This design comes from an exercise in tuning for small area on the open sky130 flow, not from production work. The RTL was checked by simulation tests, not by an equivalence proof against the original design.

==> inputs of run a <==
==> flow/design.v <==
module main (
    input  wire       clk,
    input  wire       rst,
    input  wire [3:0] col_data,
    output wire [2:0] col_power,
    output wire       led_green,
    output wire       led_blue,
    output wire       led_red,
    output wire       led
);
    reg [7:0] cnt;
    reg [7:0] duty_r, duty_g, duty_b;
    reg       out_r, out_g, out_b;
    function lt8(input [7:0] a, input [7:0] b);
        integer i;
        reg l;
        begin
            l = 1'b0;
            for (i = 0; i < 8; i = i + 1)
                l = (a[i] ^ b[i]) ? b[i] : l;
            lt8 = l;
        end
    endfunction
    reg       dv;     
    always @(posedge clk) begin
        cnt   <= rst ? 8'd0 : cnt + 8'd1;
        out_r <= ~rst & dv & lt8(cnt, duty_r);
        out_g <= ~rst & dv & lt8(cnt, duty_g);
        out_b <= ~rst & dv & lt8(cnt, duty_b);
        dv    <= ~rst & (dv | wrap);
    end
    assign led_red   = ~out_r;
    assign led_green = ~out_g;
    assign led_blue  = ~out_b;
    assign led       = dv & (|duty_b);
    reg  [4:0] qa;
    reg  [17:0] qb;
    reg  [14:0] qc;
    wire a_end = (qa == 5'd20);
    wire b_end = (qb == 18'd54661);
    wire c_end = (qc == 15'd1493);
    always @(posedge clk) begin
        qa <= (rst | a_end) ? 5'd0 : {~qa[3:0], (qa[4] ^ qa[2])};
        qb <= (rst | b_end) ? 18'd0 : {~qb[16:0], (qb[17] ^ qb[10])};
        qc <= (rst | c_end) ? 15'd0 : {~qc[13:0], (qc[14] ^ qc[13])};
    end
    wire wrap = a_end & b_end;                  
    wire send = a_end & c_end;                  
    wire sclr = rst | send;
    wire smp  = (qa == 5'd15) & (qc == 15'd30026);    
    reg       st;     
    reg       sd;     
    reg       pw;     
    reg       fp;     
    reg [1:0] col;    
    always @(posedge clk) begin
        st  <= sclr;
        sd  <= ~rst & smp;
        pw  <= ~rst & ~sd & (st | pw);
        fp  <= ~smp & (rst | fp);
        col <= rst ? 2'd0 : st ? (col == 2'd2 ? 2'd0 : col + 2'd1) : col;
    end
    assign col_power = pw ? {col == 2'd2, col == 2'd1, col == 2'd0} : 3'b000;
    reg  [7:0] c0, c1, c2;
    wire [7:0] v = fp ? 8'd0 : c0;
    wire [3:0] k = smp ? col_data : 4'd0;
    wire       up  = k[3] | k[2];
    wire       dn  = ~up & (k[1] | k[0]);
    wire       big = k[3] | (dn & ~k[1]);
    wire [7:0] w   = v ^ {8{dn}};
    wire [8:0] p;
    assign p[0] = (up | dn) & ~big;
    assign p[1] = p[0] & w[0];
    assign p[2] = ((up | dn) & big) | (p[1] & w[1]);
    genvar gi;
    generate for (gi = 2; gi < 8; gi = gi + 1) begin : g_p
        assign p[gi+1] = p[gi] & w[gi];
    end endgenerate
    wire [7:0] nv  = p[8] ? {8{up}} : (v ^ p[7:0]);
    always @(posedge clk) begin
        c0 <= c1;
        c1 <= c2;
        c2 <= nv;
    end
    reg [7:0] pub_r, pub_g, pub_b;
    always @(posedge clk)
        if (st & (col == 2'd0)) begin
            pub_r <= c0;
            pub_g <= c1;
            pub_b <= c2;
        end
    always @(posedge clk)
        if (wrap) begin
            duty_r <= pub_r; duty_g <= pub_g; duty_b <= pub_b;
        end
endmodule
==> flow/run.sh <==
#!/bin/bash
# synth_recipe.tcl (not shown) runs the flow's synth.tcl, then flattens the netlist and writes it again
# the make line also repeats each setting of config.mk as NAME=value (left out here)
make -C /OpenROAD-flow-scripts/flow DESIGN_CONFIG=/design/flow/config.mk WORK_HOME=/design/flow/orfs CLKGATE_MAP_FILE= SYNTH_SCRIPT=/design/flow/synth_recipe.tcl finish
==> flow/config.mk <==
export PLATFORM = sky130hd
export DESIGN_NAME = main
export DESIGN_NICKNAME = main
export VERILOG_FILES = /design/flow/design.v
export SDC_FILE = /design/flow/constraint.sdc
export NUM_CORES = 4
export LEC_CHECK = 0
export ABC_AREA = 1
export CAP_MARGIN = 20
export CORE_MARGIN = 2
export CORE_UTILIZATION = 40
export SLEW_MARGIN = 20
==> flow/constraint.sdc <==
create_clock -name core_clock -period 10.0 [get_ports {clk}]
set_input_delay 2.0000 -clock core_clock [delete_from_list [all_inputs] [get_ports {clk}]]
set_output_delay 2.0000 -clock core_clock [all_outputs]
set_load 0.01 [all_outputs]
==> run b (differences from run a) <==
==> flow/design.v, changed modules only <==
module main (
    input  wire       clk,
    input  wire       rst,
    input  wire [3:0] col_data,
    output wire [2:0] col_power,
    output wire       led_green,
    output wire       led_blue,
    output wire       led_red,
    output wire       led
);
    reg  [4:0] qa;
    reg  [17:0] qb;
    reg  [14:0] qc;
    wire a_end = (qa == 5'd20);
    wire b_end = (qb == 18'd54661);
    wire c_end = (qc == 15'd1493);
    always @(posedge clk) begin
        qa <= (rst | a_end) ? 5'd0 : {~qa[3:0], (qa[4] ^ qa[2])};
        qb <= (rst | b_end) ? 18'd0 : {~qb[16:0], (qb[17] ^ qb[10])};
        qc <= (rst | c_end) ? 15'd0 : {~qc[13:0], (qc[14] ^ qc[13])};
    end
    wire wrap = a_end & b_end;                  
    wire send = a_end & c_end;                  
    wire smp  = (qa == 5'd15) & (qc == 15'd30026);    
    reg       st;     
    reg       sd;     
    reg       pw;     
    reg       fp;     
    reg [1:0] col;    
    always @(posedge clk) begin
        st  <= rst | send;
        sd  <= ~rst & smp;
        pw  <= ~rst & ~sd & (st | pw);
        fp  <= ~smp & (rst | fp);
        col <= rst ? 2'd0 : st ? (col == 2'd2 ? 2'd0 : col + 2'd1) : col;
    end
    assign col_power = pw ? {col == 2'd2, col == 2'd1, col == 2'd0} : 3'b000;
    reg [2:0] h;                  
    reg [7:0] v0, v1, v2;         
    reg [2:0] o0, o1, o2;         
    reg [7:0] d0, d1, d2;         
    wire       k_act = |col_data;
    wire       k_up  = col_data[3] | col_data[2];
    wire       k_big = col_data[3] | (~col_data[2] & ~col_data[1]);
    wire       win = pw & (col == 2'd1);
    wire       act = (o0[2] | fp) & win;
    wire       up  = o0[1] & ~fp;
    wire       big = o0[0];
    wire       dn  = act & ~up;
    wire [7:0] w   = v0 ^ {8{dn}};
    wire [8:0] p;
    assign p[0] = act & ~big;
    assign p[1] = p[0] & w[0];
    assign p[2] = (act & big) | (p[1] & w[1]);
    genvar gi;
    generate for (gi = 2; gi < 8; gi = gi + 1) begin : g_p
        assign p[gi+1] = p[gi] & w[gi];
    end endgenerate
    wire [7:0] nv  = p[8] ? {8{up}} : (v0 ^ p[7:0]);
    always @(posedge clk) begin
        h  <= rst ? 3'b001 : {h[0], h[2:1]};
        v0 <= v1;
        v1 <= v2;
        v2 <= nv;
        o0 <= o1;
        o1 <= o2;
        o2 <= smp ? {k_act, k_up, k_big} : {o0[2] & ~win, o0[1:0]};
        d0 <= wrap ? ~v1 : d1;
        d1 <= wrap ? ~v2 : d2;
        d2 <= wrap ? ~v0 : d0;
    end
    function lt8(input [7:0] a, input [7:0] b);
        integer i;
        reg l;
        begin
            l = 1'b0;
            for (i = 0; i < 8; i = i + 1)
                l = (a[i] ^ b[i]) ? b[i] : l;
            lt8 = l;
        end
    endfunction
    reg  [7:0] cnt;
    reg        dv;    
    reg        out_r, out_g, out_b;    
    wire       l0 = lt8(cnt, ~d0);
    wire       l1 = lt8(cnt, ~d1);
    wire       l2 = lt8(cnt, ~d2);
    always @(posedge clk) begin
        cnt   <= rst ? 8'd0 : cnt + 8'd1;
        dv    <= ~rst & (dv | wrap);
        out_r <= ~(~rst & dv & (h[0] & l0 | h[1] & l1 | h[2] & l2));
        out_g <= ~(~rst & dv & (h[0] & l1 | h[1] & l2 | h[2] & l0));
        out_b <= ~(~rst & dv & (h[0] & l2 | h[1] & l0 | h[2] & l1));
    end
    assign led_red   = out_r;
    assign led_green = out_g;
    assign led_blue  = out_b;
    assign led       = dv & (h[0] & (~&d2) | h[1] & (~&d0) | h[2] & (~&d1));
endmodule
==> flow/flow/run.sh (new file) <==
#!/bin/bash
# The standard layout (standard.sh) with three changes:
#  - ABC maps for area only (flow/abc_area.script: no buffering or upsizing in
#    synthesis; the placer's repair still fixes slew, capacitance and timing);
#  - clock tree of clkbuf_4 without dummy loads;
#  - port buffers are buf_1.
# Everything else, the synthesis script included, is ORFS's own.
set -euo pipefail
W=$(pwd)
rm -rf "$W/scripts"
cp -r "$FLOW_HOME/scripts" "$W/scripts"
cp "$W/flow/abc_area.script" "$W/scripts/abc_area.script"
export SCRIPTS_DIR="$W/scripts"
export CTS_ARGS="-sink_clustering_enable -repair_clock_nets -dont_use_dummy_load -buf_list sky130_fd_sc_hd__clkbuf_4"
export BUFFER_PORTS_ARGS="-buffer_cell sky130_fd_sc_hd__buf_1"
bash standard.sh > "$W/standard.log" 2>&1
==> flow/flow/abc_area.script (new file) <==
strash
dch -f
map -a
strash
dch -f
map -a
topo
==> flow/standard.sh (new file) <==
#!/bin/bash
# synth_recipe.tcl (not shown) runs the flow's synth.tcl, then flattens the netlist and writes it again
# the make line also repeats each setting of config.mk as NAME=value (left out here)
make -C /OpenROAD-flow-scripts/flow DESIGN_CONFIG=/design/flow/config.mk WORK_HOME=/design/flow/orfs CLKGATE_MAP_FILE= SYNTH_SCRIPT=/design/flow/synth_recipe.tcl "${@:-finish}"
removed: flow/run.sh
==> run c (differences from run a) <==
==> flow/design.v, changed modules only <==
module main (
    input  wire       clk,
    input  wire       rst,
    input  wire [3:0] col_data,
    output wire [2:0] col_power,
    output wire       led_green,
    output wire       led_blue,
    output wire       led_red,
    output wire       led
);
    reg  [4:0] qa;
    reg  [17:0] qb;
    reg  [14:0] qc;
    wire a_end = (qa == 5'd20);
    wire b_end = (qb == 18'd54661);
    wire c_end = (qc == 15'd1493);
    always @(posedge clk) begin
        qa <= (rst | a_end) ? 5'd0 : {~qa[3:0], (qa[4] ^ qa[2])};
        qb <= (rst | b_end) ? 18'd0 : {~qb[16:0], (qb[17] ^ qb[10])};
        qc <= (rst | c_end) ? 15'd0 : {~qc[13:0], (qc[14] ^ qc[13])};
    end
    wire wrap = a_end & b_end;                  
    wire send = a_end & c_end;                  
    wire smp  = (qa == 5'd15) & (qc == 15'd30026);    
    reg       st;     
    reg       sd;     
    reg       pw;     
    reg       fp;     
    reg [1:0] col;    
    always @(posedge clk) begin
        st  <= rst | send;
        sd  <= ~rst & smp;
        pw  <= ~rst & ~sd & (st | pw);
        fp  <= ~smp & (rst | fp);
        col <= rst ? 2'd0 : st ? (col == 2'd2 ? 2'd0 : col + 2'd1) : col;
    end
    assign col_power = pw ? {col == 2'd2, col == 2'd1, col == 2'd0} : 3'b000;
    reg [2:0] h;                  
    reg [7:0] v0, v1, v2;         
    reg [2:0] o0, o1, o2;         
    reg [7:0] d0, d1, d2;         
    wire       k_act = |col_data;
    wire       k_up  = col_data[3] | col_data[2];
    wire       k_big = col_data[3] | (~col_data[2] & ~col_data[1]);
    wire       win = pw & (col == 2'd1);
    wire       act = (o0[2] | fp) & win;
    wire       up  = o0[1] & ~fp;
    wire       big = o0[0];
    wire       dn  = act & ~up;
    wire [7:0] w   = v0 ^ {8{dn}};
    wire [8:0] p;
    assign p[0] = act & ~big;
    assign p[1] = p[0] & w[0];
    assign p[2] = (act & big) | (p[1] & w[1]);
    genvar gi;
    generate for (gi = 2; gi < 8; gi = gi + 1) begin : g_p
        assign p[gi+1] = p[gi] & w[gi];
    end endgenerate
    wire [7:0] nv  = p[8] ? {8{up}} : (v0 ^ p[7:0]);
    always @(posedge clk) begin
        h  <= rst ? 3'b001 : {h[0], h[2:1]};
        v0 <= v1;
        v1 <= v2;
        v2 <= nv;
        o0 <= o1;
        o1 <= o2;
        o2 <= smp ? {k_act, k_up, k_big} : {o0[2] & ~win, o0[1:0]};
        d0 <= wrap ? ~v1 : d1;
        d1 <= wrap ? ~v2 : d2;
        d2 <= wrap ? ~v0 : d0;
    end
    function lt8(input [7:0] a, input [7:0] b);
        integer i;
        reg l;
        begin
            l = 1'b0;
            for (i = 0; i < 8; i = i + 1)
                l = (a[i] ^ b[i]) ? b[i] : l;
            lt8 = l;
        end
    endfunction
    reg  [7:0] cnt;
    reg        dv;    
    reg        out_r, out_g, out_b;    
    wire       l0 = lt8(cnt, ~d0);
    wire       l1 = lt8(cnt, ~d1);
    wire       l2 = lt8(cnt, ~d2);
    always @(posedge clk) begin
        cnt   <= rst ? 8'd0 : cnt + 8'd1;
        dv    <= ~rst & (dv | wrap);
        out_r <= ~(~rst & dv & (h[0] & l0 | h[1] & l1 | h[2] & l2));
        out_g <= ~(~rst & dv & (h[0] & l1 | h[1] & l2 | h[2] & l0));
        out_b <= ~(~rst & dv & (h[0] & l2 | h[1] & l0 | h[2] & l1));
    end
    assign led_red   = out_r;
    assign led_green = out_g;
    assign led_blue  = out_b;
    assign led       = dv & (h[0] & (~&d2) | h[1] & (~&d0) | h[2] & (~&d1));
endmodule
--- a/flow/config.mk
+++ b/flow/config.mk
@@ -10,3 +10,4 @@
 export CORE_MARGIN = 2
 export CORE_UTILIZATION = 40
+export CTS_BUF_LIST = sky130_fd_sc_hd__clkbuf_4
 export SLEW_MARGIN = 20
==> impl_metrics.ini <==
[global_route]
grt_usage_pct = 13.6
antenna_found_initial = 0

[run_status]
outcome = finished clean

[timing]
clock_skew_ns = 0.00562
finalWorstSetupSlack_ns = 6.17

[pwr]
peakVddDrop_v = 0.000117
clkPwrFrac_pct = 48.8

[die]
dieWidth_microns = 111
start_util_pct = 40.5

[route]
routedWlPerCell_microns = 11.9
wl_microns = 7490

[setup_path]
critPathMaxFanout = 3

[finish]
syn2layout_area_growth_pct = 19.0
seq-cell-share_pct = 55.8
[end of results for run a]
==> impl_metrics.ini <==
[run_status]
outcome = finished clean

[route]
wl_met1_microns = 3430
wl_microns = 7030
routedWlPerCell_microns = 12.6

[global_route]
grt_usage_pct = 14.9
antenna_found_initial = 0

[timing]
clock_skew_ns = 0.0451

[die]
dieWidth_microns = 101
start_util_pct = 41.1

[setup_path]
critPathMaxFanout = 8

[finish]
seq-cell-share_pct = 56.3
syn2layout_area_growth_pct = 9.17

[pwr]
peakVddDrop_v = 0.000105

[clock_tree]
cts_root_buf = clkbuf_4
[end of results for run b]
==> impl_metrics.ini <==
[die]
dieWidth_microns = 107
start_util_pct = 41.3

[timing]
clock_skew_ns = 0.0229
finalWorstSetupSlack_ns = 6.11

[finish]
syn2layout_area_growth_pct = 13.9
seq-cell-share_pct = 47.6

[global_route]
antenna_found_initial = 1
grt_usage_pct = 15.0

[setup_path]
critPathMaxFanout = 3

[pwr]
peakVddDrop_v = 0.0000841

[run_status]
outcome = finished clean
[end of results for run c]

## what the ideal ports hide
The flow's constraints put no driver on any port. The routed layouts listed below were extracted and timed again, unchanged, in two steps. Step 1 (the two cells are an assumption about what drives the block):
set clk [get_ports {clk}]
set_driving_cell -lib_cell sky130_fd_sc_hd__clkbuf_16 $clk
set_driving_cell -lib_cell sky130_fd_sc_hd__buf_2 [delete_from_list [all_inputs] $clk]
Step 2 moves the port delays by t, midway between the first and last clock arrival at a register: inputs arrive t later, outputs are due t later. That takes back most of the time a late clock gives input paths. a / b / c = ideal ports / drivers / drivers and shift; a / b = the first two.
run	t (ns)	setup WS [ns]	hold WS [ns]	clock arrival spread, ns
run a	0.439	6.170 / 6.135 / 6.055	0.342 / 0.342 / 0.342	0.007 / 0.007
run b	0.502	6.351 / 6.351 / 6.272	0.314 / 0.314 / 0.314	0.045 / 0.045
run c	0.528	6.109 / 6.075 / 6.240	0.339 / 0.339 / 0.339	0.023 / 0.023
After both steps every run listed still meets setup and hold. For run a, which loses most, drivers alone change the setup slack by -0.035 ns; drivers and shift together by -0.115 ns.
